What follows belongs to an exercise in optimizing a design on an open flow for small area, a short achievable clock period and few clock cycles per item; a production flow would make more cautious choices.
No run shown here included a check of the RTL's function; only the layout flow was run.

==> flow/design.v (outline; a module is shown in full before it is edited, if it fits) <==
// module cordic_vec_top: 3892 lines
module cordic_vec_top (
    input  logic clk,
    input  logic rst_n,
    input  logic in_valid,
    output logic in_ready,
    input  logic signed [15:0] x_start,
    input  logic signed [15:0] y_start,
    output logic out_valid,
    input  logic out_ready,
    output logic signed [15:0] mag,
    output logic signed [31:0] theta
);
  // ...
==> flow/flow/run.sh <==
#!/bin/bash
# Own flow: the standard synthesis and layout (standard.sh), but with the
# post-synthesis / post-CTS / post-route repair_timing aiming at a larger
# setup margin (the clock period and all constraints stay the design's).
set -euo pipefail
MARGIN=$(cat flow/margin.txt)
bash standard.sh synth > synth.log 2>&1
# same make command as standard.sh, with SETUP_SLACK_MARGIN raised
CMD=$(grep '^make ' standard.sh | sed -e 's/"\${@:-finish}"//' -e "s/SETUP_SLACK_MARGIN=[^ ]*//")
eval "$CMD SETUP_SLACK_MARGIN=$MARGIN finish" > layout.log 2>&1
RES=$(ls -d orfs/results/*/cordic_vec_top/base)
: # left out here: write the final layout as DEF
==> flow/flow/margin.txt <==
5.8
==> flow/standard.sh <==
#!/bin/bash
# synth_recipe.tcl (not shown) runs the flow's synth.tcl, then flattens the netlist and writes it again
# the make line also repeats each setting of config.mk as NAME=value (left out here)
make -C /OpenROAD-flow-scripts/flow DESIGN_CONFIG=/design/flow/config.mk WORK_HOME=/design/flow/orfs CLKGATE_MAP_FILE= SYNTH_SCRIPT=/design/flow/synth_recipe.tcl "${@:-finish}"
==> flow/config.mk <==
export PLATFORM = sky130hd
export DESIGN_NAME = cordic_vec_top
export DESIGN_NICKNAME = cordic_vec_top
export VERILOG_FILES = /design/flow/design.v
export SDC_FILE = /design/flow/constraint.sdc
export NUM_CORES = 4
export LEC_CHECK = 0
export ABC_CLOCK_PERIOD_IN_PS = 2000
export CAP_MARGIN = 20
export CORE_MARGIN = 2
export CORE_UTILIZATION = 40
export CTS_CLUSTER_DIAMETER = 80
export CTS_CLUSTER_SIZE = 20
export SETUP_SLACK_MARGIN = 5
export SLEW_MARGIN = 20
==> flow/constraint.sdc <==
create_clock -name core_clock -period 9.0 [get_ports {clk}]
set_input_delay 1.8000 -clock core_clock [delete_from_list [all_inputs] [get_ports {clk}]]
set_output_delay 1.8000 -clock core_clock [all_outputs]
set_load 0.01 [all_outputs]
==> metrics.yaml, run 1 <==
grt:
  antenna_found_initial: 0
cells_and_area:
  bufAreaShareNonClock_pct: 4.13
  final_net_count: 4251
  fillers: 9884
  diodes: 0
  num-nonclk-inverters: 312
  clock_cell_area_share_pct: 3.33
  multiInputGateArea_um2: 21000
timing:
  setup_viol: 0
  slew_headroom_pct: 36.4
  clock_skew_ns: 0.0433
  worst_hold_slack_ns: 0.382
synth:
  synthesis.instances: 3450
  synth_top_family_by_area: "adder cells"
  synth_cell_types: 96
  synth_compound_area_share_pct: 7.55
  async_reset_ff_share_pct: 2.39
  netlist_top_cells_area: "edfxtp_1 (47%), ha_1 (11%), fa_1 (8.0%), xnor2_1 (5.8%), xor2_1 (5.7%)"
die:
  die_h_um: 336
  coreArea_um2: 109000
  die_w_um: 336
min_path:
  whs_path_depth: 0
setup_path:
  cp.depth: 17
  worst_r2r_endpoint: "s14_x[13]"
  startpoint: "s13_y[5]"
  cp_slowest_cell: "edfxtp_1"
  crit_buf_inv: 3
  critPathCapture: "s14_x[13]"
clock_network:
  clockBufferDepth: 3
  cts_sinks: 752
  cts-resized-gates: 91
status:
  status: "complete, no violations"
placement:
  place_ws_ns: 4.77
route:
  routed_wl_um: 84000
  wl_per_cell_um: 16.5
  vias_per_cell: 4.92
==> run 2, diff against run 1 <==
--- a/flow/design.v
+++ b/flow/design.v
@@ -1861,58 +1861,72 @@
     assign d_9 = s9_y[9];
     logic [16:0] x_10;
-    wire xa_9w_1 = s9_x[0] & d_9;
-    wire xa_9w_2 = s9_x[2] & s9_x[1];
-    wire xa_9w_3 = s9_x[4] & s9_x[3];
-    wire xa_9w_4 = s9_x[6] & s9_x[5];
-    wire xa_9w_5 = s9_x[8] & s9_x[7];
-    wire xa_9w_6 = s9_x[10] & s9_x[9];
-    wire xa_9w_7 = s9_x[12] & s9_x[11];
-    wire xa_9w_8 = s9_x[14] & s9_x[13];
-    wire xa_9w_9 = s9_x[16] & s9_x[15];
-    wire xa_9w_10 = s9_x[1] & xa_9w_1;
-    wire xa_9w_11 = xa_9w_2 & xa_9w_1;
-    wire xa_9w_12 = s9_x[5] & xa_9w_3;
-    wire xa_9w_13 = xa_9w_4 & xa_9w_3;
-    wire xa_9w_14 = s9_x[9] & xa_9w_5;
-    wire xa_9w_15 = xa_9w_6 & xa_9w_5;
-    wire xa_9w_16 = s9_x[13] & xa_9w_7;
-    wire xa_9w_17 = xa_9w_8 & xa_9w_7;
-    wire xa_9w_18 = s9_x[3] & xa_9w_11;
-    wire xa_9w_19 = xa_9w_3 & xa_9w_11;
-    wire xa_9w_20 = xa_9w_12 & xa_9w_11;
-    wire xa_9w_21 = xa_9w_13 & xa_9w_11;
-    wire xa_9w_22 = s9_x[11] & xa_9w_15;
-    wire xa_9w_23 = xa_9w_7 & xa_9w_15;
-    wire xa_9w_24 = xa_9w_16 & xa_9w_15;
-    wire xa_9w_25 = xa_9w_17 & xa_9w_15;
-    wire xa_9w_26 = s9_x[7] & xa_9w_21;
-    wire xa_9w_27 = xa_9w_5 & xa_9w_21;
-    wire xa_9w_28 = xa_9w_14 & xa_9w_21;
-    wire xa_9w_29 = xa_9w_15 & xa_9w_21;
-    wire xa_9w_30 = xa_9w_22 & xa_9w_21;
-    wire xa_9w_31 = xa_9w_23 & xa_9w_21;
-    wire xa_9w_32 = xa_9w_24 & xa_9w_21;
-    wire xa_9w_33 = xa_9w_25 & xa_9w_21;
-    wire xa_9w_34 = s9_x[15] & xa_9w_33;
-    wire xa_9w_35 = xa_9w_9 & xa_9w_33;
-    wire xa_9w_36 = s9_x[0] ^ d_9;
-    wire xa_9w_37 = s9_x[1] ^ xa_9w_1;
-    wire xa_9w_38 = s9_x[2] ^ xa_9w_10;
-    wire xa_9w_39 = s9_x[3] ^ xa_9w_11;
-    wire xa_9w_40 = s9_x[4] ^ xa_9w_18;
-    wire xa_9w_41 = s9_x[5] ^ xa_9w_19;
-    wire xa_9w_42 = s9_x[6] ^ xa_9w_20;
-    wire xa_9w_43 = s9_x[7] ^ xa_9w_21;
-    wire xa_9w_44 = s9_x[8] ^ xa_9w_26;
-    wire xa_9w_45 = s9_x[9] ^ xa_9w_27;
-    wire xa_9w_46 = s9_x[10] ^ xa_9w_28;
-    wire xa_9w_47 = s9_x[11] ^ xa_9w_29;
-    wire xa_9w_48 = s9_x[12] ^ xa_9w_30;
-    wire xa_9w_49 = s9_x[13] ^ xa_9w_31;
-    wire xa_9w_50 = s9_x[14] ^ xa_9w_32;
-    wire xa_9w_51 = s9_x[15] ^ xa_9w_33;
-    wire xa_9w_52 = s9_x[16] ^ xa_9w_34;
+    wire xa_9w_1 = s9_x[1] & s9_x[0];
+    wire xa_9w_2 = s9_x[3] & s9_x[2];
+    wire xa_9w_3 = s9_x[5] & s9_x[4];
+    wire xa_9w_4 = s9_x[7] & s9_x[6];
+    wire xa_9w_5 = s9_x[9] & s9_x[8];
+    wire xa_9w_6 = s9_x[11] & s9_x[10];
+    wire xa_9w_7 = s9_x[13] & s9_x[12];
+    wire xa_9w_8 = s9_x[15] & s9_x[14];
+    wire xa_9w_9 = s9_x[2] & xa_9w_1;
+    wire xa_9w_10 = xa_9w_2 & xa_9w_1;
+    wire xa_9w_11 = s9_x[6] & xa_9w_3;
+    wire xa_9w_12 = xa_9w_4 & xa_9w_3;
+    wire xa_9w_13 = s9_x[10] & xa_9w_5;
+    wire xa_9w_14 = xa_9w_6 & xa_9w_5;
+    wire xa_9w_15 = s9_x[14] & xa_9w_7;
+    wire xa_9w_16 = xa_9w_8 & xa_9w_7;
+    wire xa_9w_17 = s9_x[4] & xa_9w_10;
+    wire xa_9w_18 = xa_9w_3 & xa_9w_10;
+    wire xa_9w_19 = xa_9w_11 & xa_9w_10;
+    wire xa_9w_20 = xa_9w_12 & xa_9w_10;
+    wire xa_9w_21 = s9_x[12] & xa_9w_14;
+    wire xa_9w_22 = xa_9w_7 & xa_9w_14;
+    wire xa_9w_23 = xa_9w_15 & xa_9w_14;
+    wire xa_9w_24 = xa_9w_16 & xa_9w_14;
+    wire xa_9w_25 = s9_x[8] & xa_9w_20;
+    wire xa_9w_26 = xa_9w_5 & xa_9w_20;
+    wire xa_9w_27 = xa_9w_13 & xa_9w_20;
+    wire xa_9w_28 = xa_9w_14 & xa_9w_20;
+    wire xa_9w_29 = xa_9w_21 & xa_9w_20;
+    wire xa_9w_30 = xa_9w_22 & xa_9w_20;
+    wire xa_9w_31 = xa_9w_23 & xa_9w_20;
+    wire xa_9w_32 = xa_9w_24 & xa_9w_20;
+    wire xa_9w_33 = s9_x[16] & xa_9w_32;
+    wire xa_9w_34 = s9_x[0] ^ d_9;
+    wire xa_9w_35 = d_9 & s9_x[0];
+    wire xa_9w_36 = s9_x[1] ^ xa_9w_35;
+    wire xa_9w_37 = d_9 & xa_9w_1;
+    wire xa_9w_38 = s9_x[2] ^ xa_9w_37;
+    wire xa_9w_39 = d_9 & xa_9w_9;
+    wire xa_9w_40 = s9_x[3] ^ xa_9w_39;
+    wire xa_9w_41 = d_9 & xa_9w_10;
+    wire xa_9w_42 = s9_x[4] ^ xa_9w_41;
+    wire xa_9w_43 = d_9 & xa_9w_17;
+    wire xa_9w_44 = s9_x[5] ^ xa_9w_43;
+    wire xa_9w_45 = d_9 & xa_9w_18;
+    wire xa_9w_46 = s9_x[6] ^ xa_9w_45;
+    wire xa_9w_47 = d_9 & xa_9w_19;
+    wire xa_9w_48 = s9_x[7] ^ xa_9w_47;
+    wire xa_9w_49 = d_9 & xa_9w_20;
+    wire xa_9w_50 = s9_x[8] ^ xa_9w_49;
+    wire xa_9w_51 = d_9 & xa_9w_25;
+    wire xa_9w_52 = s9_x[9] ^ xa_9w_51;
+    wire xa_9w_53 = d_9 & xa_9w_26;
+    wire xa_9w_54 = s9_x[10] ^ xa_9w_53;
+    wire xa_9w_55 = d_9 & xa_9w_27;
+    wire xa_9w_56 = s9_x[11] ^ xa_9w_55;
+    wire xa_9w_57 = d_9 & xa_9w_28;
+    wire xa_9w_58 = s9_x[12] ^ xa_9w_57;
+    wire xa_9w_59 = d_9 & xa_9w_29;
+    wire xa_9w_60 = s9_x[13] ^ xa_9w_59;
+    wire xa_9w_61 = d_9 & xa_9w_30;
+    wire xa_9w_62 = s9_x[14] ^ xa_9w_61;
+    wire xa_9w_63 = d_9 & xa_9w_31;
+    wire xa_9w_64 = s9_x[15] ^ xa_9w_63;
+    wire xa_9w_65 = d_9 & xa_9w_32;
+    wire xa_9w_66 = s9_x[16] ^ xa_9w_65;
     logic [16:0] xa_9;
-    assign xa_9 = {xa_9w_52, xa_9w_51, xa_9w_50, xa_9w_49, xa_9w_48, xa_9w_47, xa_9w_46, xa_9w_45, xa_9w_44, xa_9w_43, xa_9w_42, xa_9w_41, xa_9w_40, xa_9w_39, xa_9w_38, xa_9w_37, xa_9w_36};
+    assign xa_9 = {xa_9w_66, xa_9w_64, xa_9w_62, xa_9w_60, xa_9w_58, xa_9w_56, xa_9w_54, xa_9w_52, xa_9w_50, xa_9w_48, xa_9w_46, xa_9w_44, xa_9w_42, xa_9w_40, xa_9w_38, xa_9w_36, xa_9w_34};
     assign x_10 = xa_9;
     wire ya_9w_1 = s9_y[0] ^ ~(s9_x[9] ^ d_9);
@@ -1977,58 +1991,72 @@
     assign d_10 = s10_y[8];
     logic [16:0] x_11;
-    wire xa_10w_1 = s10_x[0] & d_10;
-    wire xa_10w_2 = s10_x[2] & s10_x[1];
-    wire xa_10w_3 = s10_x[4] & s10_x[3];
-    wire xa_10w_4 = s10_x[6] & s10_x[5];
-    wire xa_10w_5 = s10_x[8] & s10_x[7];
-    wire xa_10w_6 = s10_x[10] & s10_x[9];
-    wire xa_10w_7 = s10_x[12] & s10_x[11];
-    wire xa_10w_8 = s10_x[14] & s10_x[13];
-    wire xa_10w_9 = s10_x[16] & s10_x[15];
-    wire xa_10w_10 = s10_x[1] & xa_10w_1;
-    wire xa_10w_11 = xa_10w_2 & xa_10w_1;
-    wire xa_10w_12 = s10_x[5] & xa_10w_3;
-    wire xa_10w_13 = xa_10w_4 & xa_10w_3;
-    wire xa_10w_14 = s10_x[9] & xa_10w_5;
-    wire xa_10w_15 = xa_10w_6 & xa_10w_5;
-    wire xa_10w_16 = s10_x[13] & xa_10w_7;
-    wire xa_10w_17 = xa_10w_8 & xa_10w_7;
-    wire xa_10w_18 = s10_x[3] & xa_10w_11;
-    wire xa_10w_19 = xa_10w_3 & xa_10w_11;
-    wire xa_10w_20 = xa_10w_12 & xa_10w_11;
-    wire xa_10w_21 = xa_10w_13 & xa_10w_11;
-    wire xa_10w_22 = s10_x[11] & xa_10w_15;
-    wire xa_10w_23 = xa_10w_7 & xa_10w_15;
-    wire xa_10w_24 = xa_10w_16 & xa_10w_15;
-    wire xa_10w_25 = xa_10w_17 & xa_10w_15;
-    wire xa_10w_26 = s10_x[7] & xa_10w_21;
-    wire xa_10w_27 = xa_10w_5 & xa_10w_21;
-    wire xa_10w_28 = xa_10w_14 & xa_10w_21;
-    wire xa_10w_29 = xa_10w_15 & xa_10w_21;
-    wire xa_10w_30 = xa_10w_22 & xa_10w_21;
-    wire xa_10w_31 = xa_10w_23 & xa_10w_21;
-    wire xa_10w_32 = xa_10w_24 & xa_10w_21;
-    wire xa_10w_33 = xa_10w_25 & xa_10w_21;
-    wire xa_10w_34 = s10_x[15] & xa_10w_33;
-    wire xa_10w_35 = xa_10w_9 & xa_10w_33;
-    wire xa_10w_36 = s10_x[0] ^ d_10;
-    wire xa_10w_37 = s10_x[1] ^ xa_10w_1;
-    wire xa_10w_38 = s10_x[2] ^ xa_10w_10;
-    wire xa_10w_39 = s10_x[3] ^ xa_10w_11;
-    wire xa_10w_40 = s10_x[4] ^ xa_10w_18;
-    wire xa_10w_41 = s10_x[5] ^ xa_10w_19;
-    wire xa_10w_42 = s10_x[6] ^ xa_10w_20;
-    wire xa_10w_43 = s10_x[7] ^ xa_10w_21;
-    wire xa_10w_44 = s10_x[8] ^ xa_10w_26;
-    wire xa_10w_45 = s10_x[9] ^ xa_10w_27;
-    wire xa_10w_46 = s10_x[10] ^ xa_10w_28;
-    wire xa_10w_47 = s10_x[11] ^ xa_10w_29;
-    wire xa_10w_48 = s10_x[12] ^ xa_10w_30;
-    wire xa_10w_49 = s10_x[13] ^ xa_10w_31;
-    wire xa_10w_50 = s10_x[14] ^ xa_10w_32;
-    wire xa_10w_51 = s10_x[15] ^ xa_10w_33;
-    wire xa_10w_52 = s10_x[16] ^ xa_10w_34;
+    wire xa_10w_1 = s10_x[1] & s10_x[0];
+    wire xa_10w_2 = s10_x[3] & s10_x[2];
+    wire xa_10w_3 = s10_x[5] & s10_x[4];
+    wire xa_10w_4 = s10_x[7] & s10_x[6];
+    wire xa_10w_5 = s10_x[9] & s10_x[8];
+    wire xa_10w_6 = s10_x[11] & s10_x[10];
+    wire xa_10w_7 = s10_x[13] & s10_x[12];
+    wire xa_10w_8 = s10_x[15] & s10_x[14];
+    wire xa_10w_9 = s10_x[2] & xa_10w_1;
+    wire xa_10w_10 = xa_10w_2 & xa_10w_1;
+    wire xa_10w_11 = s10_x[6] & xa_10w_3;
+    wire xa_10w_12 = xa_10w_4 & xa_10w_3;
+    wire xa_10w_13 = s10_x[10] & xa_10w_5;
+    wire xa_10w_14 = xa_10w_6 & xa_10w_5;
+    wire xa_10w_15 = s10_x[14] & xa_10w_7;
+    wire xa_10w_16 = xa_10w_8 & xa_10w_7;
+    wire xa_10w_17 = s10_x[4] & xa_10w_10;
+    wire xa_10w_18 = xa_10w_3 & xa_10w_10;
+    wire xa_10w_19 = xa_10w_11 & xa_10w_10;
+    wire xa_10w_20 = xa_10w_12 & xa_10w_10;
+    wire xa_10w_21 = s10_x[12] & xa_10w_14;
+    wire xa_10w_22 = xa_10w_7 & xa_10w_14;
+    wire xa_10w_23 = xa_10w_15 & xa_10w_14;
+    wire xa_10w_24 = xa_10w_16 & xa_10w_14;
+    wire xa_10w_25 = s10_x[8] & xa_10w_20;
+    wire xa_10w_26 = xa_10w_5 & xa_10w_20;
+    wire xa_10w_27 = xa_10w_13 & xa_10w_20;
+    wire xa_10w_28 = xa_10w_14 & xa_10w_20;
+    wire xa_10w_29 = xa_10w_21 & xa_10w_20;
+    wire xa_10w_30 = xa_10w_22 & xa_10w_20;
+    wire xa_10w_31 = xa_10w_23 & xa_10w_20;
+    wire xa_10w_32 = xa_10w_24 & xa_10w_20;
+    wire xa_10w_33 = s10_x[16] & xa_10w_32;
+    wire xa_10w_34 = s10_x[0] ^ d_10;
+    wire xa_10w_35 = d_10 & s10_x[0];
+    wire xa_10w_36 = s10_x[1] ^ xa_10w_35;
+    wire xa_10w_37 = d_10 & xa_10w_1;
+    wire xa_10w_38 = s10_x[2] ^ xa_10w_37;
+    wire xa_10w_39 = d_10 & xa_10w_9;
+    wire xa_10w_40 = s10_x[3] ^ xa_10w_39;
+    wire xa_10w_41 = d_10 & xa_10w_10;
+    wire xa_10w_42 = s10_x[4] ^ xa_10w_41;
+    wire xa_10w_43 = d_10 & xa_10w_17;
+    wire xa_10w_44 = s10_x[5] ^ xa_10w_43;
+    wire xa_10w_45 = d_10 & xa_10w_18;
+    wire xa_10w_46 = s10_x[6] ^ xa_10w_45;
+    wire xa_10w_47 = d_10 & xa_10w_19;
+    wire xa_10w_48 = s10_x[7] ^ xa_10w_47;
+    wire xa_10w_49 = d_10 & xa_10w_20;
+    wire xa_10w_50 = s10_x[8] ^ xa_10w_49;
+    wire xa_10w_51 = d_10 & xa_10w_25;
+    wire xa_10w_52 = s10_x[9] ^ xa_10w_51;
+    wire xa_10w_53 = d_10 & xa_10w_26;
+    wire xa_10w_54 = s10_x[10] ^ xa_10w_53;
+    wire xa_10w_55 = d_10 & xa_10w_27;
+    wire xa_10w_56 = s10_x[11] ^ xa_10w_55;
+    wire xa_10w_57 = d_10 & xa_10w_28;
+    wire xa_10w_58 = s10_x[12] ^ xa_10w_57;
+    wire xa_10w_59 = d_10 & xa_10w_29;
+    wire xa_10w_60 = s10_x[13] ^ xa_10w_59;
+    wire xa_10w_61 = d_10 & xa_10w_30;
+    wire xa_10w_62 = s10_x[14] ^ xa_10w_61;
+    wire xa_10w_63 = d_10 & xa_10w_31;
+    wire xa_10w_64 = s10_x[15] ^ xa_10w_63;
+    wire xa_10w_65 = d_10 & xa_10w_32;
+    wire xa_10w_66 = s10_x[16] ^ xa_10w_65;
     logic [16:0] xa_10;
-    assign xa_10 = {xa_10w_52, xa_10w_51, xa_10w_50, xa_10w_49, xa_10w_48, xa_10w_47, xa_10w_46, xa_10w_45, xa_10w_44, xa_10w_43, xa_10w_42, xa_10w_41, xa_10w_40, xa_10w_39, xa_10w_38, xa_10w_37, xa_10w_36};
+    assign xa_10 = {xa_10w_66, xa_10w_64, xa_10w_62, xa_10w_60, xa_10w_58, xa_10w_56, xa_10w_54, xa_10w_52, xa_10w_50, xa_10w_48, xa_10w_46, xa_10w_44, xa_10w_42, xa_10w_40, xa_10w_38, xa_10w_36, xa_10w_34};
     assign x_11 = xa_10;
     wire ya_10w_1 = s10_y[0] ^ ~(s10_x[10] ^ d_10);
@@ -2087,58 +2115,72 @@
     assign d_11 = s11_y[7];
     logic [16:0] x_12;
-    wire xa_11w_1 = s11_x[0] & d_11;
-    wire xa_11w_2 = s11_x[2] & s11_x[1];
-    wire xa_11w_3 = s11_x[4] & s11_x[3];
-    wire xa_11w_4 = s11_x[6] & s11_x[5];
-    wire xa_11w_5 = s11_x[8] & s11_x[7];
-    wire xa_11w_6 = s11_x[10] & s11_x[9];
-    wire xa_11w_7 = s11_x[12] & s11_x[11];
-    wire xa_11w_8 = s11_x[14] & s11_x[13];
-    wire xa_11w_9 = s11_x[16] & s11_x[15];
-    wire xa_11w_10 = s11_x[1] & xa_11w_1;
-    wire xa_11w_11 = xa_11w_2 & xa_11w_1;
-    wire xa_11w_12 = s11_x[5] & xa_11w_3;
-    wire xa_11w_13 = xa_11w_4 & xa_11w_3;
-    wire xa_11w_14 = s11_x[9] & xa_11w_5;
-    wire xa_11w_15 = xa_11w_6 & xa_11w_5;
-    wire xa_11w_16 = s11_x[13] & xa_11w_7;
-    wire xa_11w_17 = xa_11w_8 & xa_11w_7;
-    wire xa_11w_18 = s11_x[3] & xa_11w_11;
-    wire xa_11w_19 = xa_11w_3 & xa_11w_11;
-    wire xa_11w_20 = xa_11w_12 & xa_11w_11;
-    wire xa_11w_21 = xa_11w_13 & xa_11w_11;
-    wire xa_11w_22 = s11_x[11] & xa_11w_15;
-    wire xa_11w_23 = xa_11w_7 & xa_11w_15;
-    wire xa_11w_24 = xa_11w_16 & xa_11w_15;
-    wire xa_11w_25 = xa_11w_17 & xa_11w_15;
-    wire xa_11w_26 = s11_x[7] & xa_11w_21;
-    wire xa_11w_27 = xa_11w_5 & xa_11w_21;
-    wire xa_11w_28 = xa_11w_14 & xa_11w_21;
-    wire xa_11w_29 = xa_11w_15 & xa_11w_21;
-    wire xa_11w_30 = xa_11w_22 & xa_11w_21;
-    wire xa_11w_31 = xa_11w_23 & xa_11w_21;
-    wire xa_11w_32 = xa_11w_24 & xa_11w_21;
-    wire xa_11w_33 = xa_11w_25 & xa_11w_21;
-    wire xa_11w_34 = s11_x[15] & xa_11w_33;
-    wire xa_11w_35 = xa_11w_9 & xa_11w_33;
-    wire xa_11w_36 = s11_x[0] ^ d_11;
-    wire xa_11w_37 = s11_x[1] ^ xa_11w_1;
-    wire xa_11w_38 = s11_x[2] ^ xa_11w_10;
-    wire xa_11w_39 = s11_x[3] ^ xa_11w_11;
-    wire xa_11w_40 = s11_x[4] ^ xa_11w_18;
-    wire xa_11w_41 = s11_x[5] ^ xa_11w_19;
-    wire xa_11w_42 = s11_x[6] ^ xa_11w_20;
-    wire xa_11w_43 = s11_x[7] ^ xa_11w_21;
-    wire xa_11w_44 = s11_x[8] ^ xa_11w_26;
-    wire xa_11w_45 = s11_x[9] ^ xa_11w_27;
-    wire xa_11w_46 = s11_x[10] ^ xa_11w_28;
-    wire xa_11w_47 = s11_x[11] ^ xa_11w_29;
-    wire xa_11w_48 = s11_x[12] ^ xa_11w_30;
-    wire xa_11w_49 = s11_x[13] ^ xa_11w_31;
-    wire xa_11w_50 = s11_x[14] ^ xa_11w_32;
-    wire xa_11w_51 = s11_x[15] ^ xa_11w_33;
-    wire xa_11w_52 = s11_x[16] ^ xa_11w_34;
+    wire xa_11w_1 = s11_x[1] & s11_x[0];
+    wire xa_11w_2 = s11_x[3] & s11_x[2];
+    wire xa_11w_3 = s11_x[5] & s11_x[4];
+    wire xa_11w_4 = s11_x[7] & s11_x[6];
+    wire xa_11w_5 = s11_x[9] & s11_x[8];
+    wire xa_11w_6 = s11_x[11] & s11_x[10];
+    wire xa_11w_7 = s11_x[13] & s11_x[12];
+    wire xa_11w_8 = s11_x[15] & s11_x[14];
+    wire xa_11w_9 = s11_x[2] & xa_11w_1;
+    wire xa_11w_10 = xa_11w_2 & xa_11w_1;
+    wire xa_11w_11 = s11_x[6] & xa_11w_3;
+    wire xa_11w_12 = xa_11w_4 & xa_11w_3;
+    wire xa_11w_13 = s11_x[10] & xa_11w_5;
+    wire xa_11w_14 = xa_11w_6 & xa_11w_5;
+    wire xa_11w_15 = s11_x[14] & xa_11w_7;
+    wire xa_11w_16 = xa_11w_8 & xa_11w_7;
+    wire xa_11w_17 = s11_x[4] & xa_11w_10;
+    wire xa_11w_18 = xa_11w_3 & xa_11w_10;
+    wire xa_11w_19 = xa_11w_11 & xa_11w_10;
+    wire xa_11w_20 = xa_11w_12 & xa_11w_10;
+    wire xa_11w_21 = s11_x[12] & xa_11w_14;
+    wire xa_11w_22 = xa_11w_7 & xa_11w_14;
+    wire xa_11w_23 = xa_11w_15 & xa_11w_14;
+    wire xa_11w_24 = xa_11w_16 & xa_11w_14;
+    wire xa_11w_25 = s11_x[8] & xa_11w_20;
+    wire xa_11w_26 = xa_11w_5 & xa_11w_20;
+    wire xa_11w_27 = xa_11w_13 & xa_11w_20;
+    wire xa_11w_28 = xa_11w_14 & xa_11w_20;
+    wire xa_11w_29 = xa_11w_21 & xa_11w_20;
+    wire xa_11w_30 = xa_11w_22 & xa_11w_20;
+    wire xa_11w_31 = xa_11w_23 & xa_11w_20;
+    wire xa_11w_32 = xa_11w_24 & xa_11w_20;
+    wire xa_11w_33 = s11_x[16] & xa_11w_32;
+    wire xa_11w_34 = s11_x[0] ^ d_11;
+    wire xa_11w_35 = d_11 & s11_x[0];
+    wire xa_11w_36 = s11_x[1] ^ xa_11w_35;
+    wire xa_11w_37 = d_11 & xa_11w_1;
+    wire xa_11w_38 = s11_x[2] ^ xa_11w_37;
+    wire xa_11w_39 = d_11 & xa_11w_9;
+    wire xa_11w_40 = s11_x[3] ^ xa_11w_39;
+    wire xa_11w_41 = d_11 & xa_11w_10;
+    wire xa_11w_42 = s11_x[4] ^ xa_11w_41;
+    wire xa_11w_43 = d_11 & xa_11w_17;
+    wire xa_11w_44 = s11_x[5] ^ xa_11w_43;
+    wire xa_11w_45 = d_11 & xa_11w_18;
+    wire xa_11w_46 = s11_x[6] ^ xa_11w_45;
+    wire xa_11w_47 = d_11 & xa_11w_19;
+    wire xa_11w_48 = s11_x[7] ^ xa_11w_47;
+    wire xa_11w_49 = d_11 & xa_11w_20;
+    wire xa_11w_50 = s11_x[8] ^ xa_11w_49;
+    wire xa_11w_51 = d_11 & xa_11w_25;
+    wire xa_11w_52 = s11_x[9] ^ xa_11w_51;
+    wire xa_11w_53 = d_11 & xa_11w_26;
+    wire xa_11w_54 = s11_x[10] ^ xa_11w_53;
+    wire xa_11w_55 = d_11 & xa_11w_27;
+    wire xa_11w_56 = s11_x[11] ^ xa_11w_55;
+    wire xa_11w_57 = d_11 & xa_11w_28;
+    wire xa_11w_58 = s11_x[12] ^ xa_11w_57;
+    wire xa_11w_59 = d_11 & xa_11w_29;
+    wire xa_11w_60 = s11_x[13] ^ xa_11w_59;
+    wire xa_11w_61 = d_11 & xa_11w_30;
+    wire xa_11w_62 = s11_x[14] ^ xa_11w_61;
+    wire xa_11w_63 = d_11 & xa_11w_31;
+    wire xa_11w_64 = s11_x[15] ^ xa_11w_63;
+    wire xa_11w_65 = d_11 & xa_11w_32;
+    wire xa_11w_66 = s11_x[16] ^ xa_11w_65;
     logic [16:0] xa_11;
-    assign xa_11 = {xa_11w_52, xa_11w_51, xa_11w_50, xa_11w_49, xa_11w_48, xa_11w_47, xa_11w_46, xa_11w_45, xa_11w_44, xa_11w_43, xa_11w_42, xa_11w_41, xa_11w_40, xa_11w_39, xa_11w_38, xa_11w_37, xa_11w_36};
+    assign xa_11 = {xa_11w_66, xa_11w_64, xa_11w_62, xa_11w_60, xa_11w_58, xa_11w_56, xa_11w_54, xa_11w_52, xa_11w_50, xa_11w_48, xa_11w_46, xa_11w_44, xa_11w_42, xa_11w_40, xa_11w_38, xa_11w_36, xa_11w_34};
     assign x_12 = xa_11;
     wire ya_11w_1 = s11_y[0] ^ ~(s11_x[11] ^ d_11);
@@ -2193,58 +2235,72 @@
     assign d_12 = s12_y[6];
     logic [16:0] x_13;
-    wire xa_12w_1 = s12_x[0] & d_12;
-    wire xa_12w_2 = s12_x[2] & s12_x[1];
-    wire xa_12w_3 = s12_x[4] & s12_x[3];
-    wire xa_12w_4 = s12_x[6] & s12_x[5];
-    wire xa_12w_5 = s12_x[8] & s12_x[7];
-    wire xa_12w_6 = s12_x[10] & s12_x[9];
-    wire xa_12w_7 = s12_x[12] & s12_x[11];
-    wire xa_12w_8 = s12_x[14] & s12_x[13];
-    wire xa_12w_9 = s12_x[16] & s12_x[15];
-    wire xa_12w_10 = s12_x[1] & xa_12w_1;
-    wire xa_12w_11 = xa_12w_2 & xa_12w_1;
-    wire xa_12w_12 = s12_x[5] & xa_12w_3;
-    wire xa_12w_13 = xa_12w_4 & xa_12w_3;
-    wire xa_12w_14 = s12_x[9] & xa_12w_5;
-    wire xa_12w_15 = xa_12w_6 & xa_12w_5;
-    wire xa_12w_16 = s12_x[13] & xa_12w_7;
-    wire xa_12w_17 = xa_12w_8 & xa_12w_7;
-    wire xa_12w_18 = s12_x[3] & xa_12w_11;
-    wire xa_12w_19 = xa_12w_3 & xa_12w_11;
-    wire xa_12w_20 = xa_12w_12 & xa_12w_11;
-    wire xa_12w_21 = xa_12w_13 & xa_12w_11;
-    wire xa_12w_22 = s12_x[11] & xa_12w_15;
-    wire xa_12w_23 = xa_12w_7 & xa_12w_15;
-    wire xa_12w_24 = xa_12w_16 & xa_12w_15;
-    wire xa_12w_25 = xa_12w_17 & xa_12w_15;
-    wire xa_12w_26 = s12_x[7] & xa_12w_21;
-    wire xa_12w_27 = xa_12w_5 & xa_12w_21;
-    wire xa_12w_28 = xa_12w_14 & xa_12w_21;
-    wire xa_12w_29 = xa_12w_15 & xa_12w_21;
-    wire xa_12w_30 = xa_12w_22 & xa_12w_21;
-    wire xa_12w_31 = xa_12w_23 & xa_12w_21;
-    wire xa_12w_32 = xa_12w_24 & xa_12w_21;
-    wire xa_12w_33 = xa_12w_25 & xa_12w_21;
-    wire xa_12w_34 = s12_x[15] & xa_12w_33;
-    wire xa_12w_35 = xa_12w_9 & xa_12w_33;
-    wire xa_12w_36 = s12_x[0] ^ d_12;
-    wire xa_12w_37 = s12_x[1] ^ xa_12w_1;
-    wire xa_12w_38 = s12_x[2] ^ xa_12w_10;
-    wire xa_12w_39 = s12_x[3] ^ xa_12w_11;
-    wire xa_12w_40 = s12_x[4] ^ xa_12w_18;
-    wire xa_12w_41 = s12_x[5] ^ xa_12w_19;
-    wire xa_12w_42 = s12_x[6] ^ xa_12w_20;
-    wire xa_12w_43 = s12_x[7] ^ xa_12w_21;
-    wire xa_12w_44 = s12_x[8] ^ xa_12w_26;
-    wire xa_12w_45 = s12_x[9] ^ xa_12w_27;
-    wire xa_12w_46 = s12_x[10] ^ xa_12w_28;
-    wire xa_12w_47 = s12_x[11] ^ xa_12w_29;
-    wire xa_12w_48 = s12_x[12] ^ xa_12w_30;
-    wire xa_12w_49 = s12_x[13] ^ xa_12w_31;
-    wire xa_12w_50 = s12_x[14] ^ xa_12w_32;
-    wire xa_12w_51 = s12_x[15] ^ xa_12w_33;
-    wire xa_12w_52 = s12_x[16] ^ xa_12w_34;
+    wire xa_12w_1 = s12_x[1] & s12_x[0];
+    wire xa_12w_2 = s12_x[3] & s12_x[2];
+    wire xa_12w_3 = s12_x[5] & s12_x[4];
+    wire xa_12w_4 = s12_x[7] & s12_x[6];
+    wire xa_12w_5 = s12_x[9] & s12_x[8];
+    wire xa_12w_6 = s12_x[11] & s12_x[10];
+    wire xa_12w_7 = s12_x[13] & s12_x[12];
+    wire xa_12w_8 = s12_x[15] & s12_x[14];
+    wire xa_12w_9 = s12_x[2] & xa_12w_1;
+    wire xa_12w_10 = xa_12w_2 & xa_12w_1;
+    wire xa_12w_11 = s12_x[6] & xa_12w_3;
+    wire xa_12w_12 = xa_12w_4 & xa_12w_3;
+    wire xa_12w_13 = s12_x[10] & xa_12w_5;
+    wire xa_12w_14 = xa_12w_6 & xa_12w_5;
+    wire xa_12w_15 = s12_x[14] & xa_12w_7;
+    wire xa_12w_16 = xa_12w_8 & xa_12w_7;
+    wire xa_12w_17 = s12_x[4] & xa_12w_10;
+    wire xa_12w_18 = xa_12w_3 & xa_12w_10;
+    wire xa_12w_19 = xa_12w_11 & xa_12w_10;
+    wire xa_12w_20 = xa_12w_12 & xa_12w_10;
+    wire xa_12w_21 = s12_x[12] & xa_12w_14;
+    wire xa_12w_22 = xa_12w_7 & xa_12w_14;
+    wire xa_12w_23 = xa_12w_15 & xa_12w_14;
+    wire xa_12w_24 = xa_12w_16 & xa_12w_14;
+    wire xa_12w_25 = s12_x[8] & xa_12w_20;
+    wire xa_12w_26 = xa_12w_5 & xa_12w_20;
+    wire xa_12w_27 = xa_12w_13 & xa_12w_20;
+    wire xa_12w_28 = xa_12w_14 & xa_12w_20;
+    wire xa_12w_29 = xa_12w_21 & xa_12w_20;
+    wire xa_12w_30 = xa_12w_22 & xa_12w_20;
+    wire xa_12w_31 = xa_12w_23 & xa_12w_20;
+    wire xa_12w_32 = xa_12w_24 & xa_12w_20;
+    wire xa_12w_33 = s12_x[16] & xa_12w_32;
+    wire xa_12w_34 = s12_x[0] ^ d_12;
+    wire xa_12w_35 = d_12 & s12_x[0];
+    wire xa_12w_36 = s12_x[1] ^ xa_12w_35;
+    wire xa_12w_37 = d_12 & xa_12w_1;
+    wire xa_12w_38 = s12_x[2] ^ xa_12w_37;
+    wire xa_12w_39 = d_12 & xa_12w_9;
+    wire xa_12w_40 = s12_x[3] ^ xa_12w_39;
+    wire xa_12w_41 = d_12 & xa_12w_10;
+    wire xa_12w_42 = s12_x[4] ^ xa_12w_41;
+    wire xa_12w_43 = d_12 & xa_12w_17;
+    wire xa_12w_44 = s12_x[5] ^ xa_12w_43;
+    wire xa_12w_45 = d_12 & xa_12w_18;
+    wire xa_12w_46 = s12_x[6] ^ xa_12w_45;
+    wire xa_12w_47 = d_12 & xa_12w_19;
+    wire xa_12w_48 = s12_x[7] ^ xa_12w_47;
+    wire xa_12w_49 = d_12 & xa_12w_20;
+    wire xa_12w_50 = s12_x[8] ^ xa_12w_49;
+    wire xa_12w_51 = d_12 & xa_12w_25;
+    wire xa_12w_52 = s12_x[9] ^ xa_12w_51;
+    wire xa_12w_53 = d_12 & xa_12w_26;
+    wire xa_12w_54 = s12_x[10] ^ xa_12w_53;
+    wire xa_12w_55 = d_12 & xa_12w_27;
+    wire xa_12w_56 = s12_x[11] ^ xa_12w_55;
+    wire xa_12w_57 = d_12 & xa_12w_28;
+    wire xa_12w_58 = s12_x[12] ^ xa_12w_57;
+    wire xa_12w_59 = d_12 & xa_12w_29;
+    wire xa_12w_60 = s12_x[13] ^ xa_12w_59;
+    wire xa_12w_61 = d_12 & xa_12w_30;
+    wire xa_12w_62 = s12_x[14] ^ xa_12w_61;
+    wire xa_12w_63 = d_12 & xa_12w_31;
+    wire xa_12w_64 = s12_x[15] ^ xa_12w_63;
+    wire xa_12w_65 = d_12 & xa_12w_32;
+    wire xa_12w_66 = s12_x[16] ^ xa_12w_65;
     logic [16:0] xa_12;
-    assign xa_12 = {xa_12w_52, xa_12w_51, xa_12w_50, xa_12w_49, xa_12w_48, xa_12w_47, xa_12w_46, xa_12w_45, xa_12w_44, xa_12w_43, xa_12w_42, xa_12w_41, xa_12w_40, xa_12w_39, xa_12w_38, xa_12w_37, xa_12w_36};
+    assign xa_12 = {xa_12w_66, xa_12w_64, xa_12w_62, xa_12w_60, xa_12w_58, xa_12w_56, xa_12w_54, xa_12w_52, xa_12w_50, xa_12w_48, xa_12w_46, xa_12w_44, xa_12w_42, xa_12w_40, xa_12w_38, xa_12w_36, xa_12w_34};
     assign x_13 = xa_12;
     wire ya_12w_1 = s12_y[0] ^ ~(s12_x[12] ^ d_12);
@@ -2291,82 +2347,72 @@
     assign d_13 = s13_y[5];
     logic [16:0] x_14;
-    wire xa_13w_1 = s13_x[0] & d_13;
-    wire xa_13w_2 = s13_x[1] & s13_x[0];
-    wire xa_13w_3 = s13_x[2] & s13_x[1];
-    wire xa_13w_4 = s13_x[3] & s13_x[2];
-    wire xa_13w_5 = s13_x[4] & s13_x[3];
-    wire xa_13w_6 = s13_x[5] & s13_x[4];
-    wire xa_13w_7 = s13_x[6] & s13_x[5];
-    wire xa_13w_8 = s13_x[7] & s13_x[6];
-    wire xa_13w_9 = s13_x[8] & s13_x[7];
-    wire xa_13w_10 = s13_x[9] & s13_x[8];
-    wire xa_13w_11 = s13_x[10] & s13_x[9];
-    wire xa_13w_12 = s13_x[11] & s13_x[10];
-    wire xa_13w_13 = s13_x[12] & s13_x[11];
-    wire xa_13w_14 = s13_x[13] & s13_x[12];
-    wire xa_13w_15 = s13_x[14] & s13_x[13];
-    wire xa_13w_16 = s13_x[15] & s13_x[14];
-    wire xa_13w_17 = s13_x[16] & s13_x[15];
-    wire xa_13w_18 = xa_13w_2 & d_13;
-    wire xa_13w_19 = xa_13w_3 & xa_13w_1;
-    wire xa_13w_20 = xa_13w_4 & xa_13w_2;
-    wire xa_13w_21 = xa_13w_5 & xa_13w_3;
-    wire xa_13w_22 = xa_13w_6 & xa_13w_4;
-    wire xa_13w_23 = xa_13w_7 & xa_13w_5;
-    wire xa_13w_24 = xa_13w_8 & xa_13w_6;
-    wire xa_13w_25 = xa_13w_9 & xa_13w_7;
-    wire xa_13w_26 = xa_13w_10 & xa_13w_8;
-    wire xa_13w_27 = xa_13w_11 & xa_13w_9;
-    wire xa_13w_28 = xa_13w_12 & xa_13w_10;
-    wire xa_13w_29 = xa_13w_13 & xa_13w_11;
-    wire xa_13w_30 = xa_13w_14 & xa_13w_12;
-    wire xa_13w_31 = xa_13w_15 & xa_13w_13;
-    wire xa_13w_32 = xa_13w_16 & xa_13w_14;
-    wire xa_13w_33 = xa_13w_17 & xa_13w_15;
-    wire xa_13w_34 = xa_13w_20 & d_13;
-    wire xa_13w_35 = xa_13w_21 & xa_13w_1;
-    wire xa_13w_36 = xa_13w_22 & xa_13w_18;
-    wire xa_13w_37 = xa_13w_23 & xa_13w_19;
-    wire xa_13w_38 = xa_13w_24 & xa_13w_20;
-    wire xa_13w_39 = xa_13w_25 & xa_13w_21;
-    wire xa_13w_40 = xa_13w_26 & xa_13w_22;
-    wire xa_13w_41 = xa_13w_27 & xa_13w_23;
-    wire xa_13w_42 = xa_13w_28 & xa_13w_24;
-    wire xa_13w_43 = xa_13w_29 & xa_13w_25;
-    wire xa_13w_44 = xa_13w_30 & xa_13w_26;
-    wire xa_13w_45 = xa_13w_31 & xa_13w_27;
-    wire xa_13w_46 = xa_13w_32 & xa_13w_28;
-    wire xa_13w_47 = xa_13w_33 & xa_13w_29;
-    wire xa_13w_48 = xa_13w_38 & d_13;
-    wire xa_13w_49 = xa_13w_39 & xa_13w_1;
-    wire xa_13w_50 = xa_13w_40 & xa_13w_18;
-    wire xa_13w_51 = xa_13w_41 & xa_13w_19;
-    wire xa_13w_52 = xa_13w_42 & xa_13w_34;
-    wire xa_13w_53 = xa_13w_43 & xa_13w_35;
-    wire xa_13w_54 = xa_13w_44 & xa_13w_36;
-    wire xa_13w_55 = xa_13w_45 & xa_13w_37;
-    wire xa_13w_56 = xa_13w_46 & xa_13w_38;
-    wire xa_13w_57 = xa_13w_47 & xa_13w_39;
-    wire xa_13w_58 = xa_13w_56 & d_13;
-    wire xa_13w_59 = xa_13w_57 & xa_13w_1;
-    wire xa_13w_60 = s13_x[0] ^ d_13;
-    wire xa_13w_61 = s13_x[1] ^ xa_13w_1;
-    wire xa_13w_62 = s13_x[2] ^ xa_13w_18;
-    wire xa_13w_63 = s13_x[3] ^ xa_13w_19;
-    wire xa_13w_64 = s13_x[4] ^ xa_13w_34;
-    wire xa_13w_65 = s13_x[5] ^ xa_13w_35;
-    wire xa_13w_66 = s13_x[6] ^ xa_13w_36;
-    wire xa_13w_67 = s13_x[7] ^ xa_13w_37;
-    wire xa_13w_68 = s13_x[8] ^ xa_13w_48;
-    wire xa_13w_69 = s13_x[9] ^ xa_13w_49;
-    wire xa_13w_70 = s13_x[10] ^ xa_13w_50;
-    wire xa_13w_71 = s13_x[11] ^ xa_13w_51;
-    wire xa_13w_72 = s13_x[12] ^ xa_13w_52;
-    wire xa_13w_73 = s13_x[13] ^ xa_13w_53;
-    wire xa_13w_74 = s13_x[14] ^ xa_13w_54;
-    wire xa_13w_75 = s13_x[15] ^ xa_13w_55;
-    wire xa_13w_76 = s13_x[16] ^ xa_13w_58;
+    wire xa_13w_1 = s13_x[1] & s13_x[0];
+    wire xa_13w_2 = s13_x[3] & s13_x[2];
+    wire xa_13w_3 = s13_x[5] & s13_x[4];
+    wire xa_13w_4 = s13_x[7] & s13_x[6];
+    wire xa_13w_5 = s13_x[9] & s13_x[8];
+    wire xa_13w_6 = s13_x[11] & s13_x[10];
+    wire xa_13w_7 = s13_x[13] & s13_x[12];
+    wire xa_13w_8 = s13_x[15] & s13_x[14];
+    wire xa_13w_9 = s13_x[2] & xa_13w_1;
+    wire xa_13w_10 = xa_13w_2 & xa_13w_1;
+    wire xa_13w_11 = s13_x[6] & xa_13w_3;
+    wire xa_13w_12 = xa_13w_4 & xa_13w_3;
+    wire xa_13w_13 = s13_x[10] & xa_13w_5;
+    wire xa_13w_14 = xa_13w_6 & xa_13w_5;
+    wire xa_13w_15 = s13_x[14] & xa_13w_7;
+    wire xa_13w_16 = xa_13w_8 & xa_13w_7;
+    wire xa_13w_17 = s13_x[4] & xa_13w_10;
+    wire xa_13w_18 = xa_13w_3 & xa_13w_10;
+    wire xa_13w_19 = xa_13w_11 & xa_13w_10;
+    wire xa_13w_20 = xa_13w_12 & xa_13w_10;
+    wire xa_13w_21 = s13_x[12] & xa_13w_14;
+    wire xa_13w_22 = xa_13w_7 & xa_13w_14;
+    wire xa_13w_23 = xa_13w_15 & xa_13w_14;
+    wire xa_13w_24 = xa_13w_16 & xa_13w_14;
+    wire xa_13w_25 = s13_x[8] & xa_13w_20;
+    wire xa_13w_26 = xa_13w_5 & xa_13w_20;
+    wire xa_13w_27 = xa_13w_13 & xa_13w_20;
+    wire xa_13w_28 = xa_13w_14 & xa_13w_20;
+    wire xa_13w_29 = xa_13w_21 & xa_13w_20;
+    wire xa_13w_30 = xa_13w_22 & xa_13w_20;
+    wire xa_13w_31 = xa_13w_23 & xa_13w_20;
+    wire xa_13w_32 = xa_13w_24 & xa_13w_20;
+    wire xa_13w_33 = s13_x[16] & xa_13w_32;
+    wire xa_13w_34 = s13_x[0] ^ d_13;
+    wire xa_13w_35 = d_13 & s13_x[0];
+    wire xa_13w_36 = s13_x[1] ^ xa_13w_35;
+    wire xa_13w_37 = d_13 & xa_13w_1;
+    wire xa_13w_38 = s13_x[2] ^ xa_13w_37;
+    wire xa_13w_39 = d_13 & xa_13w_9;
+    wire xa_13w_40 = s13_x[3] ^ xa_13w_39;
+    wire xa_13w_41 = d_13 & xa_13w_10;
+    wire xa_13w_42 = s13_x[4] ^ xa_13w_41;
+    wire xa_13w_43 = d_13 & xa_13w_17;
+    wire xa_13w_44 = s13_x[5] ^ xa_13w_43;
+    wire xa_13w_45 = d_13 & xa_13w_18;
+    wire xa_13w_46 = s13_x[6] ^ xa_13w_45;
+    wire xa_13w_47 = d_13 & xa_13w_19;
+    wire xa_13w_48 = s13_x[7] ^ xa_13w_47;
+    wire xa_13w_49 = d_13 & xa_13w_20;
+    wire xa_13w_50 = s13_x[8] ^ xa_13w_49;
+    wire xa_13w_51 = d_13 & xa_13w_25;
+    wire xa_13w_52 = s13_x[9] ^ xa_13w_51;
+    wire xa_13w_53 = d_13 & xa_13w_26;
+    wire xa_13w_54 = s13_x[10] ^ xa_13w_53;
+    wire xa_13w_55 = d_13 & xa_13w_27;
+    wire xa_13w_56 = s13_x[11] ^ xa_13w_55;
+    wire xa_13w_57 = d_13 & xa_13w_28;
+    wire xa_13w_58 = s13_x[12] ^ xa_13w_57;
+    wire xa_13w_59 = d_13 & xa_13w_29;
+    wire xa_13w_60 = s13_x[13] ^ xa_13w_59;
+    wire xa_13w_61 = d_13 & xa_13w_30;
+    wire xa_13w_62 = s13_x[14] ^ xa_13w_61;
+    wire xa_13w_63 = d_13 & xa_13w_31;
+    wire xa_13w_64 = s13_x[15] ^ xa_13w_63;
+    wire xa_13w_65 = d_13 & xa_13w_32;
+    wire xa_13w_66 = s13_x[16] ^ xa_13w_65;
     logic [16:0] xa_13;
-    assign xa_13 = {xa_13w_76, xa_13w_75, xa_13w_74, xa_13w_73, xa_13w_72, xa_13w_71, xa_13w_70, xa_13w_69, xa_13w_68, xa_13w_67, xa_13w_66, xa_13w_65, xa_13w_64, xa_13w_63, xa_13w_62, xa_13w_61, xa_13w_60};
+    assign xa_13 = {xa_13w_66, xa_13w_64, xa_13w_62, xa_13w_60, xa_13w_58, xa_13w_56, xa_13w_54, xa_13w_52, xa_13w_50, xa_13w_48, xa_13w_46, xa_13w_44, xa_13w_42, xa_13w_40, xa_13w_38, xa_13w_36, xa_13w_34};
     assign x_14 = xa_13;
     wire ya_13w_1 = s13_y[0] ^ ~(s13_x[13] ^ d_13);
@@ -2409,82 +2455,72 @@
     assign d_14 = y_14[4];
     logic [16:0] x_15;
-    wire xa_14w_1 = x_14[0] & d_14;
-    wire xa_14w_2 = x_14[1] & x_14[0];
-    wire xa_14w_3 = x_14[2] & x_14[1];
-    wire xa_14w_4 = x_14[3] & x_14[2];
-    wire xa_14w_5 = x_14[4] & x_14[3];
-    wire xa_14w_6 = x_14[5] & x_14[4];
-    wire xa_14w_7 = x_14[6] & x_14[5];
-    wire xa_14w_8 = x_14[7] & x_14[6];
-    wire xa_14w_9 = x_14[8] & x_14[7];
-    wire xa_14w_10 = x_14[9] & x_14[8];
-    wire xa_14w_11 = x_14[10] & x_14[9];
-    wire xa_14w_12 = x_14[11] & x_14[10];
-    wire xa_14w_13 = x_14[12] & x_14[11];
-    wire xa_14w_14 = x_14[13] & x_14[12];
-    wire xa_14w_15 = x_14[14] & x_14[13];
-    wire xa_14w_16 = x_14[15] & x_14[14];
-    wire xa_14w_17 = x_14[16] & x_14[15];
-    wire xa_14w_18 = xa_14w_2 & d_14;
-    wire xa_14w_19 = xa_14w_3 & xa_14w_1;
-    wire xa_14w_20 = xa_14w_4 & xa_14w_2;
-    wire xa_14w_21 = xa_14w_5 & xa_14w_3;
-    wire xa_14w_22 = xa_14w_6 & xa_14w_4;
-    wire xa_14w_23 = xa_14w_7 & xa_14w_5;
-    wire xa_14w_24 = xa_14w_8 & xa_14w_6;
-    wire xa_14w_25 = xa_14w_9 & xa_14w_7;
-    wire xa_14w_26 = xa_14w_10 & xa_14w_8;
-    wire xa_14w_27 = xa_14w_11 & xa_14w_9;
-    wire xa_14w_28 = xa_14w_12 & xa_14w_10;
-    wire xa_14w_29 = xa_14w_13 & xa_14w_11;
-    wire xa_14w_30 = xa_14w_14 & xa_14w_12;
-    wire xa_14w_31 = xa_14w_15 & xa_14w_13;
-    wire xa_14w_32 = xa_14w_16 & xa_14w_14;
-    wire xa_14w_33 = xa_14w_17 & xa_14w_15;
-    wire xa_14w_34 = xa_14w_20 & d_14;
-    wire xa_14w_35 = xa_14w_21 & xa_14w_1;
-    wire xa_14w_36 = xa_14w_22 & xa_14w_18;
-    wire xa_14w_37 = xa_14w_23 & xa_14w_19;
-    wire xa_14w_38 = xa_14w_24 & xa_14w_20;
-    wire xa_14w_39 = xa_14w_25 & xa_14w_21;
-    wire xa_14w_40 = xa_14w_26 & xa_14w_22;
-    wire xa_14w_41 = xa_14w_27 & xa_14w_23;
-    wire xa_14w_42 = xa_14w_28 & xa_14w_24;
-    wire xa_14w_43 = xa_14w_29 & xa_14w_25;
-    wire xa_14w_44 = xa_14w_30 & xa_14w_26;
-    wire xa_14w_45 = xa_14w_31 & xa_14w_27;
-    wire xa_14w_46 = xa_14w_32 & xa_14w_28;
-    wire xa_14w_47 = xa_14w_33 & xa_14w_29;
-    wire xa_14w_48 = xa_14w_38 & d_14;
-    wire xa_14w_49 = xa_14w_39 & xa_14w_1;
-    wire xa_14w_50 = xa_14w_40 & xa_14w_18;
-    wire xa_14w_51 = xa_14w_41 & xa_14w_19;
-    wire xa_14w_52 = xa_14w_42 & xa_14w_34;
-    wire xa_14w_53 = xa_14w_43 & xa_14w_35;
-    wire xa_14w_54 = xa_14w_44 & xa_14w_36;
-    wire xa_14w_55 = xa_14w_45 & xa_14w_37;
-    wire xa_14w_56 = xa_14w_46 & xa_14w_38;
-    wire xa_14w_57 = xa_14w_47 & xa_14w_39;
-    wire xa_14w_58 = xa_14w_56 & d_14;
-    wire xa_14w_59 = xa_14w_57 & xa_14w_1;
-    wire xa_14w_60 = x_14[0] ^ d_14;
-    wire xa_14w_61 = x_14[1] ^ xa_14w_1;
-    wire xa_14w_62 = x_14[2] ^ xa_14w_18;
-    wire xa_14w_63 = x_14[3] ^ xa_14w_19;
-    wire xa_14w_64 = x_14[4] ^ xa_14w_34;
-    wire xa_14w_65 = x_14[5] ^ xa_14w_35;
-    wire xa_14w_66 = x_14[6] ^ xa_14w_36;
-    wire xa_14w_67 = x_14[7] ^ xa_14w_37;
-    wire xa_14w_68 = x_14[8] ^ xa_14w_48;
-    wire xa_14w_69 = x_14[9] ^ xa_14w_49;
-    wire xa_14w_70 = x_14[10] ^ xa_14w_50;
-    wire xa_14w_71 = x_14[11] ^ xa_14w_51;
-    wire xa_14w_72 = x_14[12] ^ xa_14w_52;
-    wire xa_14w_73 = x_14[13] ^ xa_14w_53;
-    wire xa_14w_74 = x_14[14] ^ xa_14w_54;
-    wire xa_14w_75 = x_14[15] ^ xa_14w_55;
-    wire xa_14w_76 = x_14[16] ^ xa_14w_58;
+    wire xa_14w_1 = x_14[1] & x_14[0];
+    wire xa_14w_2 = x_14[3] & x_14[2];
+    wire xa_14w_3 = x_14[5] & x_14[4];
+    wire xa_14w_4 = x_14[7] & x_14[6];
+    wire xa_14w_5 = x_14[9] & x_14[8];
+    wire xa_14w_6 = x_14[11] & x_14[10];
+    wire xa_14w_7 = x_14[13] & x_14[12];
+    wire xa_14w_8 = x_14[15] & x_14[14];
+    wire xa_14w_9 = x_14[2] & xa_14w_1;
+    wire xa_14w_10 = xa_14w_2 & xa_14w_1;
+    wire xa_14w_11 = x_14[6] & xa_14w_3;
+    wire xa_14w_12 = xa_14w_4 & xa_14w_3;
+    wire xa_14w_13 = x_14[10] & xa_14w_5;
+    wire xa_14w_14 = xa_14w_6 & xa_14w_5;
+    wire xa_14w_15 = x_14[14] & xa_14w_7;
+    wire xa_14w_16 = xa_14w_8 & xa_14w_7;
+    wire xa_14w_17 = x_14[4] & xa_14w_10;
+    wire xa_14w_18 = xa_14w_3 & xa_14w_10;
+    wire xa_14w_19 = xa_14w_11 & xa_14w_10;
+    wire xa_14w_20 = xa_14w_12 & xa_14w_10;
+    wire xa_14w_21 = x_14[12] & xa_14w_14;
+    wire xa_14w_22 = xa_14w_7 & xa_14w_14;
+    wire xa_14w_23 = xa_14w_15 & xa_14w_14;
+    wire xa_14w_24 = xa_14w_16 & xa_14w_14;
+    wire xa_14w_25 = x_14[8] & xa_14w_20;
+    wire xa_14w_26 = xa_14w_5 & xa_14w_20;
+    wire xa_14w_27 = xa_14w_13 & xa_14w_20;
+    wire xa_14w_28 = xa_14w_14 & xa_14w_20;
+    wire xa_14w_29 = xa_14w_21 & xa_14w_20;
+    wire xa_14w_30 = xa_14w_22 & xa_14w_20;
+    wire xa_14w_31 = xa_14w_23 & xa_14w_20;
+    wire xa_14w_32 = xa_14w_24 & xa_14w_20;
+    wire xa_14w_33 = x_14[16] & xa_14w_32;
+    wire xa_14w_34 = x_14[0] ^ d_14;
+    wire xa_14w_35 = d_14 & x_14[0];
+    wire xa_14w_36 = x_14[1] ^ xa_14w_35;
+    wire xa_14w_37 = d_14 & xa_14w_1;
+    wire xa_14w_38 = x_14[2] ^ xa_14w_37;
+    wire xa_14w_39 = d_14 & xa_14w_9;
+    wire xa_14w_40 = x_14[3] ^ xa_14w_39;
+    wire xa_14w_41 = d_14 & xa_14w_10;
+    wire xa_14w_42 = x_14[4] ^ xa_14w_41;
+    wire xa_14w_43 = d_14 & xa_14w_17;
+    wire xa_14w_44 = x_14[5] ^ xa_14w_43;
+    wire xa_14w_45 = d_14 & xa_14w_18;
+    wire xa_14w_46 = x_14[6] ^ xa_14w_45;
+    wire xa_14w_47 = d_14 & xa_14w_19;
+    wire xa_14w_48 = x_14[7] ^ xa_14w_47;
+    wire xa_14w_49 = d_14 & xa_14w_20;
+    wire xa_14w_50 = x_14[8] ^ xa_14w_49;
+    wire xa_14w_51 = d_14 & xa_14w_25;
+    wire xa_14w_52 = x_14[9] ^ xa_14w_51;
+    wire xa_14w_53 = d_14 & xa_14w_26;
+    wire xa_14w_54 = x_14[10] ^ xa_14w_53;
+    wire xa_14w_55 = d_14 & xa_14w_27;
+    wire xa_14w_56 = x_14[11] ^ xa_14w_55;
+    wire xa_14w_57 = d_14 & xa_14w_28;
+    wire xa_14w_58 = x_14[12] ^ xa_14w_57;
+    wire xa_14w_59 = d_14 & xa_14w_29;
+    wire xa_14w_60 = x_14[13] ^ xa_14w_59;
+    wire xa_14w_61 = d_14 & xa_14w_30;
+    wire xa_14w_62 = x_14[14] ^ xa_14w_61;
+    wire xa_14w_63 = d_14 & xa_14w_31;
+    wire xa_14w_64 = x_14[15] ^ xa_14w_63;
+    wire xa_14w_65 = d_14 & xa_14w_32;
+    wire xa_14w_66 = x_14[16] ^ xa_14w_65;
     logic [16:0] xa_14;
-    assign xa_14 = {xa_14w_76, xa_14w_75, xa_14w_74, xa_14w_73, xa_14w_72, xa_14w_71, xa_14w_70, xa_14w_69, xa_14w_68, xa_14w_67, xa_14w_66, xa_14w_65, xa_14w_64, xa_14w_63, xa_14w_62, xa_14w_61, xa_14w_60};
+    assign xa_14 = {xa_14w_66, xa_14w_64, xa_14w_62, xa_14w_60, xa_14w_58, xa_14w_56, xa_14w_54, xa_14w_52, xa_14w_50, xa_14w_48, xa_14w_46, xa_14w_44, xa_14w_42, xa_14w_40, xa_14w_38, xa_14w_36, xa_14w_34};
     assign x_15 = xa_14;
     wire ya_14w_1 = y_14[0] ^ ~(x_14[14] ^ d_14);
==> metrics.yaml, run 2 <==
status:
  status: "complete, no violations"  # unchanged
synth:
  synth_cell_types: 86  # was 96
  syn_nets: 3974  # was 4051
  ys_seq_area_share_pct: 50.5  # was 50.0%
  synth_common_cells: "edfxtp_1 (686), ha_1 (374), inv_1 (306)"  # was edfxtp_1 (686), ha_1 (390), inv_1 (306)
  ys_ff_latch: 752  # unchanged
  synth_edf_count: 686  # unchanged
  async_reset_ff_share_pct: 2.39  # unchanged
  synthesis.instances: 3389  # was 3450
  netlist.area_leader.share_pct: 47.3  # was 46.8%
  synth_top_area_cell: "edfxtp_1"  # unchanged
  yosysWarnings: 1  # unchanged
  synth_flop_cell: "edfxtp_1"  # unchanged
  syn_area_um2: 43600  # was 44000 um^2
  syn_avg_cell_area_um2: 12.9  # was 12.8 um^2
  synth_most_common_cell: "edfxtp_1"  # unchanged
  netlist_top_cells_area: "edfxtp_1 (47%), ha_1 (11%), fa_1 (8.0%), xnor2_1 (6.1%), xor2_1 (5.7%)"  # was edfxtp_1 (47%), ha_1 (11%), fa_1 (8.0%), xnor2_1 (5.8%), xor2_1 (5.7%)
die:
  start_util_pct: 40.2  # was 40.4%
  fp.dieArea_um2: 112000  # was 113000 um^2
  io_pins: 86  # unchanged
  coreArea_um2: 108000  # was 109000 um^2
  die_w_um: 334  # was 336 um
  rows: 121  # unchanged
  die_h_um: 334  # was 336 um
route:
  routed_wl_um: 82400  # was 84000 um
  wl_per_cell_um: 16.4  # was 16.5 um
  drc: 0  # unchanged
  ant_nets: 0  # unchanged
  vias: 24700  # was 25.1k
  vias_per_cell: 4.93  # was 4.92
  drtIter0Drc: 1068  # was 1367
  dr.pass1.iters: 7  # was 6
timing:
  clock_skew_ns: 0.0351  # was 0.0433 ns
  slew_headroom_pct: 34.3  # was 36.4%
  rsz0062_at_grt: "yes"  # unchanged
  fmax_mhz: 310  # was 288 MHz
  drv_slew: 0  # unchanged
  finalCriticalPeriod_ns: 3.23  # was 3.47 ns
  finalCritPeriodShare_pct: 35.9  # was 38.5%
  fin_setup_tns_ns: 0  # unchanged
  tightestPinTransition_ns: 0.985  # was 0.953 ns
  hold_viol: 0  # unchanged
  setup_viol: 0  # unchanged
clock_network:
  htree_levels: 2  # unchanged
  holdBufCountCts: 0  # unchanged
  root_buffer: "clkbuf_16"  # unchanged
  cts_sinks: 752  # unchanged
  cts_tree: "yes"  # unchanged
  numCtsBuffers: 48  # was 50
  clockBufferDepth: 3  # unchanged
  cts.clk_slew.worst_paths_ns: 0.08  # was 0.09 ns
  clock_latency_ns: 0.63  # was 0.65 ns
grt:
  grt_pass1_vias: 24900  # was 25.4k
  grt_max_degree: 80  # was 97
  grt_overflow: 0  # unchanged
  grt_first_pass_wirelength_um: 132000  # was 134000 um
  antenna_found_initial: 0  # unchanged
  track_usage_pct: 14.7  # was 14.9%
setup_path:
  cp_slowest_cell: "dfrtp_4"  # was edfxtp_1
  cp.required_ns: 7.20  # was 9.41 ns
  crit_family: "flip-flops"  # was compound AO/OA/AOI/OAI gates
  crit_buf_inv: 2  # was 3
  path_cells: "clkinv_16, clkbuf_2"  # was buf_6, buf_12, xnor2_1, ha_1, o21ai_4, a21o_1, a211oi_4, inv_2, ha_4, nand3b_1, o21ai_2, o221ai_2, xor2_1, nor3_2, and4b_1, o21ai_2, xnor2_1
  cp.arrival_ns: 1.43  # was 3.88 ns
  critPathKind: "reg -> out"  # was reg -> reg
  startpoint_type: "register"  # unchanged
  critPathMaxFanout: 8  # was 5
  cpPeakStageDelay_ns: 0.55  # was 0.39 ns
  worstSetupEndpointType: "output port"  # was register
run:
  maxCapViolations: 0  # unchanged
cells_and_area:
  areaGrowthSynthToFinish_pct: 11.7  # was 13.0%
  diodes: 0  # unchanged
  final_cell_mix: "edfxtp_1 (686), ha_1 (364), xnor2_1 (301)"  # was edfxtp_1 (686), ha_1 (377), inv_1 (297)
  final_net_count: 4156  # was 4251
  fillers: 9907  # was 9884
  top_regs: "k_theta (32), o_theta (32), s15_zu (30)"  # unchanged
  final_common_cell: "edfxtp_1"  # unchanged
  drive_gt1_share_pct: 8.55  # was 10.3%
placement:
  dp_hpwl_um: 60200  # was 59700 um
  place_congestion: 0.847  # was 0.877
  port_buffers: 85  # unchanged
min_path:
  hold_class: "reg -> reg"  # unchanged
## run 2: changes by cell type in the layout (fill, tap and decap cells not counted), sizes merged, moves of 13 or more
cell / previous run / this run
nor3: 65 / 30
nor2: 128 / 102
a21oi: 119 / 143
buf: 131 / 108
ha: 390 / 374
and2: 39 / 24
nand2b: 41 / 26
xnor2: 291 / 304
## run 2: cell families (layout without fill, tap and decap cells)
family	count (synthesis)	count (layout)	synth area share, %
AO/OA/AOI/OAI	528	528	8.01
buffers and inverters	374	587	3.31
flip-flops	752	752	50.5
adder cells (fa/ha/maj)	550	550	18.8
AND/OR/NAND/NOR	555	555	6.46
XOR/XNOR	589	589	11.8
multiplexers	41	41	1.03
## run 2: worst reg2reg max path, cell delays in order (launching register included)
cell and delay [ns]:
edfxtp_1 0.44, buf_12 0.19, xor2_1 0.20, ha_1 0.34, a21oi_2 0.16, o211ai_1 0.14, a31o_2 0.25, o21ba_2 0.23
o41a_1 0.41, nand4_1 0.15, nor2_1 0.06, ha_1 0.18, xor2_1 0.13
## run 2: what timing repair did
| item | 4_1_cts | 5_1_grt |
|---|---|---|
| endpoints found under the setup margin | 337 | 38 |
| gates resized for setup | 78 | 58 |
| setup buffers | 60 | 34 |
| cloned | 3 | 2 |
| endpoints found under the hold margin | 0 | 0 |
| pin swaps | 7 | 29 |
## run 2: final cells by class
cell class | count | area, um^2 | share of cell area (%)
clock buffers | 64 | 1270 | 2.61
clock inverters | 17 | 188 | 0.386
inverters | 308 | 1190 | 2.45
multi-input cells | 2263 | 20400 | 42.0
flip-flops and latches | 752 | 22000 | 45.2
well taps | 1414 | 1770 | 3.64
repair buffers | 195 | 1730 | 3.55
repair inverters | 3 | 48.8 | 0.100
## run 2: metal layers
| layer | global-route usage, % | vias to the layer above | wire, um |
|---|---|---|---|
| met5 | 0 | - | 0 |
| met4 | 3.88 | 0 | 1920 |
| met3 | 1.61 | 104 | 1940 |
| met2 | 27.7 | 262 | 43300 |
| met1 | 17.7 | 12000 | 35200 |
| li1 | - | 12400 | - |
## run 2: final timing paths
| path | start | end | slack [ns] | cells after the start |
|---|---|---|---|---|
| max | k_v | in_ready | 5.77 | 2 |
| min | s8_d[2] | s9_d[2] | 0.39 | 0 |
| max reg2reg | s3_y[14] | s4_x[16] | 5.88 | 12 |
| min reg2reg | s8_d[2] | s9_d[2] | 0.39 | 0 |
| max in group asynchronous | rst_n | k_v | 6.73 | 1 |
| min in group asynchronous | rst_n | s1_v | 1.64 | 1 |
## run 2: stage by stage
stage	cell area [um^2]	util, %	hold WS, ns	cells	setup slack [ns]
after floorplan	43600	-	0.400	3389	5.04
after global placement	46000	42.5	0.401	4836	5.09
after detailed placement	46000	42.5	0.405	4836	5.05
after CTS	48100	44.3	0.390	4980	5.53
after global routing	48700	44.9	0.403	5016	5.70
final	48700	44.9	0.394	5016	5.77

[what the ideal ports hide]
Ports are ideal in the flow. The routed layouts listed here were re-timed in OpenROAD. Step 1: set_driving_cell puts a clkbuf_16 on clk and a buf_2 on each other input, an assumption about the parent block. Step 2, shift: input delay + t, output delay - t, t = (earliest + latest rising clock arrival at the registers) / 2. This alone moves slack from input paths to output paths. Three values: ideal, step 1, step 2; two values: the first two.
run	t, ns	setup slack, ns	hold WS [ns]	cell pins on the clock port's net
run 1	0.711	5.532 / 5.532 / 5.404	0.382 / 0.382 / 0.382	1
run 2	0.679	5.772 / 5.707 / 5.349	0.394 / 0.394 / 0.394	1
After both steps every run listed still meets setup and hold. The setup slack of run 2, which loses most, moves by -0.065 ns with the drivers and by -0.423 ns with both steps.
